This is an optimization exercise on Yosys and OpenROAD, whose aim is small area, a short achievable clock period and few clock cycles, not a production implementation.
RTL that was checked went through simulation tests only; none was proved equivalent to the original.
No activity file was given, so power comes from the tool's default toggle rates.

## lane 1
==> flow/design.v <==
module projectCPU2022(
  clk,
  rst,
  wrEn,
  data_fromRAM,
  addr_toRAM,
  data_toRAM,
  PC,
  W
);
input clk, rst;
input wire [15:0] data_fromRAM;
output reg [15:0] data_toRAM;
output reg wrEn;
output reg [12:0] addr_toRAM;
output reg [12:0] PC;
output reg [15:0] W;
localparam [2:0] S_FET = 3'd0,   
                 S_DEC = 3'd1,   
                 S_PTR = 3'd2,   
                 S_IND = 3'd3,   
                 S_EXE = 3'd4,   
                 S_WR  = 3'd5;   
reg [2:0]  state;
reg [2:0]  opcode;
reg [15:0] M;         
reg        exe;       
wire [15:0] D     = data_fromRAM;
wire [12:0] PCinc = PC + 13'd1;
wire        opd0  = (D[12:0] == 13'd0);
wire        sub   = (opcode == 3'd4);
wire        isADD = (opcode == 3'd0);
wire        isNOR = (opcode == 3'd1);
wire        isSRL = (opcode == 3'd2);
wire        isRRL = (opcode == 3'd3);
wire        isLD  = (opcode == 3'd6);
wire [15:0] p = W ^ M;
wire [15:0] g = W & M;
reg  [15:0] G, P;
integer j, s;
always @* begin
  G = g; P = p;
  G[0] = g[0] | (p[0] & sub);
  for (s = 1; s < 16; s = s * 2)
    for (j = 2 * s - 1; j < 16; j = j + 2 * s) begin
      G[j] = G[j] | (P[j] & G[j - s]);
      P[j] = P[j] & P[j - s];
    end
  for (s = 4; s >= 1; s = s / 2)
    for (j = 3 * s - 1; j < 16; j = j + 2 * s) begin
      G[j] = G[j] | (P[j] & G[j - s]);
      P[j] = P[j] & P[j - s];
    end
end
wire [15:0] sum = p ^ {G[14:0], sub};
wire        lt  = ~G[15];        
wire        eq  = &p;            
wire        left  = |M[15:4];
wire [3:0]  k     = M[3:0];
wire        fill  = isRRL;
reg  [15:0] Wrev, frev;
integer q;
always @* for (q = 0; q < 16; q = q + 1) Wrev[q] = W[15 - q];
wire [15:0] x0 = left ? Wrev : W;
wire [15:0] x1 = k[0] ? {x0[0]   & fill,       x0[15:1]} : x0;
wire [15:0] x2 = k[1] ? {x1[1:0] & {2{fill}},  x1[15:2]} : x1;
wire [15:0] x3 = k[2] ? {x2[3:0] & {4{fill}},  x2[15:4]} : x2;
wire [15:0] x4 = k[3] ? {x3[7:0] & {8{fill}},  x3[15:8]} : x3;
always @* for (q = 0; q < 16; q = q + 1) frev[q] = x4[15 - q];
wire [15:0] shres = left ? frev : x4;
wire        isSH  = isSRL | isRRL;
wire [15:0] cmpres = {{15{lt}}, ~eq};
wire [15:0] alu = ({16{isADD}} & sum) | ({16{sub}} & cmpres) | ({16{isNOR}} & ~(W | M)) |
                  ({16{isSH}} & shres) | ({16{isLD}} & M);
always @* begin
  case (state)
    S_DEC, S_IND: addr_toRAM = D[12:0];
    S_EXE, S_FET: addr_toRAM = PC;
    S_PTR:        addr_toRAM = 13'd4;
    S_WR:         addr_toRAM = M[12:0];
    default:      addr_toRAM = PC;
  endcase
  wrEn       = (state == S_WR);
  data_toRAM = W;
end
always @(posedge clk)
  M <= D ^ {16{state == S_EXE && opcode == 3'd4}};
always @(posedge clk) begin
  if (rst) begin
    state <= S_FET;
    PC    <= 13'd0;
    W     <= 16'd0;
    exe   <= 1'b0;
  end else begin
    exe <= 1'b0;
    if (exe)
      W <= alu;
    case (state)
      S_FET: state <= S_DEC;
      S_DEC: begin
        opcode <= D[15:13];
        if (D[15:13] != 3'd7)
          PC <= PCinc;
        if (opd0)
          state <= S_PTR;
        else if (D[15:13] == 3'd7)
          state <= S_WR;
        else
          state <= S_EXE;
      end
      S_PTR: state <= S_IND;
      S_IND: state <= (opcode == 3'd7) ? S_WR : S_EXE;
      S_EXE: begin
        exe <= (opcode != 3'd5);
        if (opcode == 3'd5 && D == 16'd0) begin
          PC    <= W[12:0];
          state <= S_FET;
        end else begin
          state <= S_DEC;
        end
      end
      S_WR: begin
        PC    <= PCinc;
        state <= S_FET;
      end
      default: state <= S_FET;
    endcase
  end
end
endmodule
export LEC_CHECK = 0
export ABC_AREA = 1
export CAP_MARGIN = 20
export CORE_MARGIN = 2
export CORE_UTILIZATION = 40
export SETUP_SLACK_MARGIN = 2.4
export SLEW_MARGIN = 20
create_clock -name core_clock -period 5.0 [get_ports {clk}]
run.sh (not shown) runs the stock make flow with config.mk's settings and CLKGATE_MAP_FILE= SYNTH_SCRIPT=/design/flow/synth_recipe.tcl, a recipe that flattens the netlist after the stock synthesis.
The flow did not stop early for lane 1: all stages ran, and the layout cleared the timing, DRC and antenna checks.
What lane 2 does differently from lane 1 at the input level:
==> flow/design.v <==
module projectCPU2022(
  clk,
  rst,
  wrEn,
  data_fromRAM,
  addr_toRAM,
  data_toRAM,
  PC,
  W
);
input clk, rst;
input wire [15:0] data_fromRAM;
output reg [15:0] data_toRAM;
output reg wrEn;
output reg [12:0] addr_toRAM;
output reg [12:0] PC;
output reg [15:0] W;
localparam [2:0] S_FET = 3'd0,   
                 S_DEC = 3'd1,   
                 S_PTR = 3'd2,   
                 S_IND = 3'd3,   
                 S_EXE = 3'd4,   
                 S_WR  = 3'd5;   
reg [2:0]  state;
reg [2:0]  opcode;
reg [15:0] M;         
reg [15:0] Px;        
reg        exe;       
reg        sub;       
wire [15:0] D     = data_fromRAM;
wire [12:0] PCinc = PC + 13'd1;
wire        opd0  = (D[12:0] == 13'd0);
wire        isADD = (opcode == 3'd0);
wire        isCMP = (opcode == 3'd4);
wire        isNOR = (opcode == 3'd1);
wire        isSRL = (opcode == 3'd2);
wire        isRRL = (opcode == 3'd3);
wire        isLD  = (opcode == 3'd6);
wire [15:0] p = Px;
wire [15:0] g = W & M;
reg  [15:0] G, P;
integer j, s;
always @* begin
  G = g; P = p;
  G[0] = g[0] | (p[0] & sub);
  for (s = 1; s < 16; s = s * 2)
    for (j = 0; j < 16; j = j + 1)
      if (j & s) begin
        G[j] = G[j] | (P[j] & G[(j & ~(s - 1)) - 1]);
        P[j] = P[j] & P[(j & ~(s - 1)) - 1];
      end
end
wire [15:0] sum = p ^ {G[14:0], sub};
wire        lt  = ~G[15];        
wire        eq  = &p;            
wire        left  = |M[15:4];
wire [3:0]  k     = M[3:0];
wire        fill  = isRRL;
reg  [15:0] Wrev, frev;
integer q;
always @* for (q = 0; q < 16; q = q + 1) Wrev[q] = W[15 - q];
wire [15:0] x0 = left ? Wrev : W;
wire [15:0] x1 = k[0] ? {x0[0]   & fill,       x0[15:1]} : x0;
wire [15:0] x2 = k[1] ? {x1[1:0] & {2{fill}},  x1[15:2]} : x1;
wire [15:0] x3 = k[2] ? {x2[3:0] & {4{fill}},  x2[15:4]} : x2;
wire [15:0] x4 = k[3] ? {x3[7:0] & {8{fill}},  x3[15:8]} : x3;
always @* for (q = 0; q < 16; q = q + 1) frev[q] = x4[15 - q];
wire [15:0] shres = left ? frev : x4;
wire        isSH  = isSRL | isRRL;
wire [15:0] cmpres = {{15{lt}}, ~eq};
wire [15:0] alu = ({16{isADD}} & sum) | ({16{isCMP}} & cmpres) | ({16{isNOR}} & ~(W | M)) |
                  ({16{isSH}} & shres) | ({16{isLD}} & M);
always @* begin
  case (state)
    S_DEC, S_IND: addr_toRAM = D[12:0];
    S_EXE, S_FET: addr_toRAM = PC;
    S_PTR:        addr_toRAM = 13'd4;
    S_WR:         addr_toRAM = M[12:0];
    default:      addr_toRAM = PC;
  endcase
  wrEn       = (state == S_WR);
  data_toRAM = W;
end
wire        cmpx  = (state == S_EXE) && (opcode == 3'd4);
always @(posedge clk) begin
  M   <= D ^ {16{cmpx}};
  Px  <= D ^ {16{cmpx}} ^ W;
  sub <= cmpx;
end
always @(posedge clk) begin
  if (rst) begin
    state <= S_FET;
    PC    <= 13'd0;
    W     <= 16'd0;
    exe   <= 1'b0;
  end else begin
    exe <= 1'b0;
    if (exe)
      W <= alu;
    case (state)
      S_FET: state <= S_DEC;
      S_DEC: begin
        opcode <= D[15:13];
        if (D[15:13] != 3'd7)
          PC <= PCinc;
        if (opd0)
          state <= S_PTR;
        else if (D[15:13] == 3'd7)
          state <= S_WR;
        else
          state <= S_EXE;
      end
      S_PTR: state <= S_IND;
      S_IND: state <= (opcode == 3'd7) ? S_WR : S_EXE;
      S_EXE: begin
        exe <= (opcode != 3'd5);
        if (opcode == 3'd5 && D == 16'd0) begin
          PC    <= W[12:0];
          state <= S_FET;
        end else begin
          state <= S_DEC;
        end
      end
      S_WR: begin
        PC    <= PCinc;
        state <= S_FET;
      end
      default: state <= S_FET;
    endcase
  end
end
endmodule
## What came out
- From lane 1 to lane 2 the numbers moved as follows: post-synthesis xor/xnor area fraction shows an increase of 1.4 points; worst setup slack shows an increase of 0.31 ns.
- Summary of the comparison: biggest cell delay along the critical path is lower in lane 2, relative to lane 1.
- Looking at total net switching power across lane 1 and lane 2, the one that comes out higher is lane 2.
- Cell leakage power came out higher on lane 2 than on lane 1.
- The worst hold slack of lane 2 was inferior to that of lane 1.
- Of lane 1 and lane 2, lane 2 shows the higher synthesized net count, with lane 1 below it.
- Sequential cell area fraction in the yosys report: higher on lane 2
- Looking at sequential share of layout area across lane 1 and lane 2, the one that comes out higher is lane 2.
- When lane 2 is measured against lane 1, its non-clock buffer count turns out 7 lower.
- Lane 2 — worst path arrival time 1.49 ns lower, lane 1 as reference
Testbench counts of lane 2, summed over its fixed seeds: cycles 57,384.
Only the layout flow was run in lane 1; the RTL was not checked for function there.

## what the ideal ports hide
In the flow no input, the clock included, has a driving cell. The finished layouts below were timed again as built, in two steps. Step 1: set_driving_cell puts a clkbuf_16 on clk and a buf_2 on each other input, an assumption about the parent block. Step 2 adds t to the input delays and takes it off the output delays; t is the mean of the earliest and latest rising clock arrival at the registers after step 1. Input paths then give back, and output paths get back, about the clock's delay inside the block. a / b / c = ideal ports / drivers / drivers and shift; a / b = the first two.
| run | shift t [ns] | slack for setup (ns) | pins driven straight from the clock port |
|---|---|---|---|
| lane 1 | 0.334 | 1.997 / 1.997 / 1.997 | 1 |
| lane 2 | 0.382 | 2.304 / 2.263 / 2.119 | 1 |
After both steps every run listed still meets setup and hold. For lane 2, which loses most, drivers alone change the setup slack by -0.041 ns; drivers and shift together by -0.185 ns.
